This is an optimization exercise on Yosys and OpenROAD, whose aim is small area and a short achievable clock period, not a production implementation.
The RTL was checked by simulation tests, not by an equivalence proof against the original design.

== the baseline ==
==> flow/design.v <==
module ks_vandana_fp_div(
	a1,
	b1,
	c,
	clk
);
	input wire [31:0] a1;
	input wire [31:0] b1;
	input wire clk;
	output wire [31:0] c;
	localparam integer K1 = 3;
	localparam integer K2 = 12;
	wire        sc0 = a1[31] ^ b1[31];
	wire [7:0]  e0  = (a1[30:23] - b1[30:23]) + 8'd127;
	wire        q1  = a1[22] | ~b1[22];
	wire [26:0] ys [2:13];
	wire [26:0] yc [2:13];
	wire [23:0] mbv [1:13];
	wire [2:0]  dig [2:13];    
	wire [24:0] vs, vc;        
	assign mbv[1] = {1'b1, b1[22:0]};
	assign ys[2] = {2'b00, 1'b1, a1[22:0], q1};
	assign yc[2] = q1 ? ~{1'b0, 1'b1, b1[22:0], 2'b00} : 27'd0;
	reg        sc1, sc2;
	reg [7:0]  e1, e2;
	reg [22:0] mb1, mb2;
	reg [26:0] ys1, yc1, ys2, yc2;
	reg        q1_1, q1_2;
	reg [3*K1-1:0] dg1;         
	reg [3*K2-1:0] dg2;         
	genvar j;
	generate
		for (j = 2; j <= 13; j = j + 1) begin : step
			wire [26:0] s_in, c_in;
			wire [23:0] mb;
			if (j == K1 + 1) begin : from1
				assign s_in = ys1;
				assign c_in = yc1;
				assign mb = {1'b1, mb1};
			end else if (j == K2 + 1) begin : from2
				assign s_in = ys2;
				assign c_in = yc2;
				assign mb = {1'b1, mb2};
			end else begin : direct
				assign s_in = ys[j];
				assign c_in = yc[j];
				assign mb = mbv[j-1];
			end
			assign mbv[j] = mb;
			wire qpos, two, one;
			r4_sel u_sel (.sh(s_in[26:20]), .ch(c_in[26:20]), .di(mb[22:20]),
				.qpos(qpos), .two(two), .one(one));
			wire [2:0] q = {qpos, two, one};
			wire [24:0] so, co;
			wire [24:0] mbl = {1'b0, mb};
			wire [24:0] mbh = {mb, 1'b0};
			genvar i;
			for (i = 0; i < 25; i = i + 1) begin : bt
				wire m = ((one & mbl[i]) | (two & mbh[i])) ^ qpos;
				r4_fa u_fa (.a(s_in[i]), .b(c_in[i]), .ci(m), .s(so[i]), .co(co[i]));
			end
			wire [24:0] wc = {co[23:0], qpos};
			assign dig[j] = q;
			if (j < 13) begin : nxt
				assign ys[j+1] = {so, 2'b00};
				assign yc[j+1] = {wc, 2'b00};
			end else begin : last
				assign vs = so;
				assign vc = wc;
			end
		end
	endgenerate
	wire [3*12-1:0] dall;
	generate
		for (j = 2; j <= 13; j = j + 1) begin : gath
			assign dall[3*(13-j)+2:3*(13-j)] = dig[j];
		end
	endgenerate
	always @(posedge clk) begin
		sc1 <= sc0;
		e1 <= e0;
		mb1 <= b1[22:0];
		q1_1 <= q1;
		ys1 <= ys[K1+1];
		yc1 <= yc[K1+1];
		dg1 <= dall[35:36-3*(K1-1)];
		sc2 <= sc1;
		e2 <= e1;
		mb2 <= mb1;
		q1_2 <= q1_1;
		ys2 <= ys[K2+1];
		yc2 <= yc[K2+1];
		dg2 <= {dg1, dall[35-3*(K1-1):36-3*(K2-1)]};
	end
	wire [35:0] dq = {dg2, dall[35-3*(K2-1):0]};
	wire [24:0] qp, qn;
	assign qp[24] = q1_2;
	assign qn[24] = 1'b0;
	generate
		for (j = 2; j <= 13; j = j + 1) begin : conv
			wire [2:0] d = dq[3*(13-j)+2:3*(13-j)];
			assign qp[2*(13-j)+1:2*(13-j)] = d[2] ? d[1:0] : 2'b00;
			assign qn[2*(13-j)+1:2*(13-j)] = d[2] ? 2'b00 : d[1:0];
		end
	endgenerate
	wire [24:0] v = vs + vc;
	wire [24:0] f = qp - qn - {24'd0, v[24]};
	wire [22:0] frac = f[23] ? f[22:0] : {f[21:0], 1'b0};
	wire [7:0]  ex = f[23] ? e2 : e2 - 8'd1;
	assign c = {sc2, ex, frac};
endmodule
module r4_sel(sh, ch, di, qpos, two, one);
input wire [6:0] sh; input wire [6:0] ch; input wire [2:0] di; output wire qpos, two, one;
wire [6:0] e = sh + ch;
wire ge1 = ~e[6] & (e[5] | e[4] | e[3] | (e[2] & (~di[2] | e[1])));
wire ge0 = ~e[6] | (e[5] & e[4] & e[3] & (e[2] | (di[2] ? (e[1] | e[0]) : (e[1] & e[0]))));
reg ge2, gem1;
always @(*) begin
  case (di)
    3'd0: begin ge2 = ~e[6] & (e[5:0] >= 6'd12); gem1 = ~e[6] | (e[5:0] >= 6'd51); end
    3'd1: begin ge2 = ~e[6] & (e[5:0] >= 6'd14); gem1 = ~e[6] | (e[5:0] >= 6'd49); end
    3'd2: begin ge2 = ~e[6] & (e[5:0] >= 6'd15); gem1 = ~e[6] | (e[5:0] >= 6'd48); end
    3'd3: begin ge2 = ~e[6] & (e[5:0] >= 6'd16); gem1 = ~e[6] | (e[5:0] >= 6'd46); end
    3'd4: begin ge2 = ~e[6] & (e[5:0] >= 6'd18); gem1 = ~e[6] | (e[5:0] >= 6'd44); end
    3'd5: begin ge2 = ~e[6] & (e[5:0] >= 6'd20); gem1 = ~e[6] | (e[5:0] >= 6'd44); end
    3'd6: begin ge2 = ~e[6] & (e[5:0] >= 6'd20); gem1 = ~e[6] | (e[5:0] >= 6'd42); end
    3'd7: begin ge2 = ~e[6] & (e[5:0] >= 6'd24); gem1 = ~e[6] | (e[5:0] >= 6'd40); end
  endcase
end
assign qpos = ge1;
assign two = ge2 | ~gem1;
assign one = (ge1 & ~ge2) | (gem1 & ~ge0);
endmodule
module r4_fa(a, b, ci, s, co);
	input wire a;
	input wire b;
	input wire ci;
	output wire s;
	output wire co;
	assign s = a ^ b ^ ci;
	assign co = (a & b) | (a & ci) | (b & ci);
endmodule
Settings: LEC_CHECK=0, CAP_MARGIN=20, CORE_MARGIN=2, CORE_UTILIZATION=65, PLACE_DENSITY=0.75, SLEW_MARGIN=20, SYNTH_HIERARCHICAL=1; clock period 120.0 ns.
run.sh (not shown) runs the stock make flow with config.mk's settings and CLKGATE_MAP_FILE= SYNTH_SCRIPT=/design/flow/synth_recipe.tcl, a recipe that flattens the netlist after the stock synthesis.
For the candidate, these inputs were changed with respect to the baseline:
Settings: CORE_UTILIZATION: 65 -> 40; PLACE_DENSITY: 0.75 -> unset.
==> notes.md <==
As far as count of clock-buffer cells in the layout goes, the candidate and the baseline are indistinguishable; the numbers are identical. The candidate ended with less register share of the cell area than the baseline. Compare the candidate and the baseline | count of standard-cell rows lower: the baseline. The candidate and the baseline ended up with nearly the same non-clock buffer area fraction after layout. Summary of the candidate over the baseline: routed via count went down, growth of design area from synthesis to finish went up. Compared with the baseline, the candidate shows minimum clock period after layout lower by 74 ps.

[port drivers added, routing unchanged]
The results above use ideal ports. As a check the final layouts listed here were re-extracted and re-timed, cells and wires unchanged.
Step 1 assumes that a clkbuf_16 drives the clock port and a buf_2 every other input.
Step 2 also shifts input and output timing later by t, the mid clock arrival at the registers, as if the neighbouring blocks saw the same clock.
a / b / c = no drivers / after step 1 / after step 2; a / b = the first two.
| run | t (ns) | setup slack, ns | worst setup path after step 2 | worst data-port slew with drivers (ns) | cell pins on the clock port's net |
|---|---|---|---|---|---|
| the baseline | 0.558 | 86.679 / 86.625 / 87.183 | register to output | 0.08 | 1 |
| the candidate | 0.567 | 86.754 / 86.700 / 87.267 | register to output | 0.10 | 1 |
After both steps setup and hold are still met in every run listed.
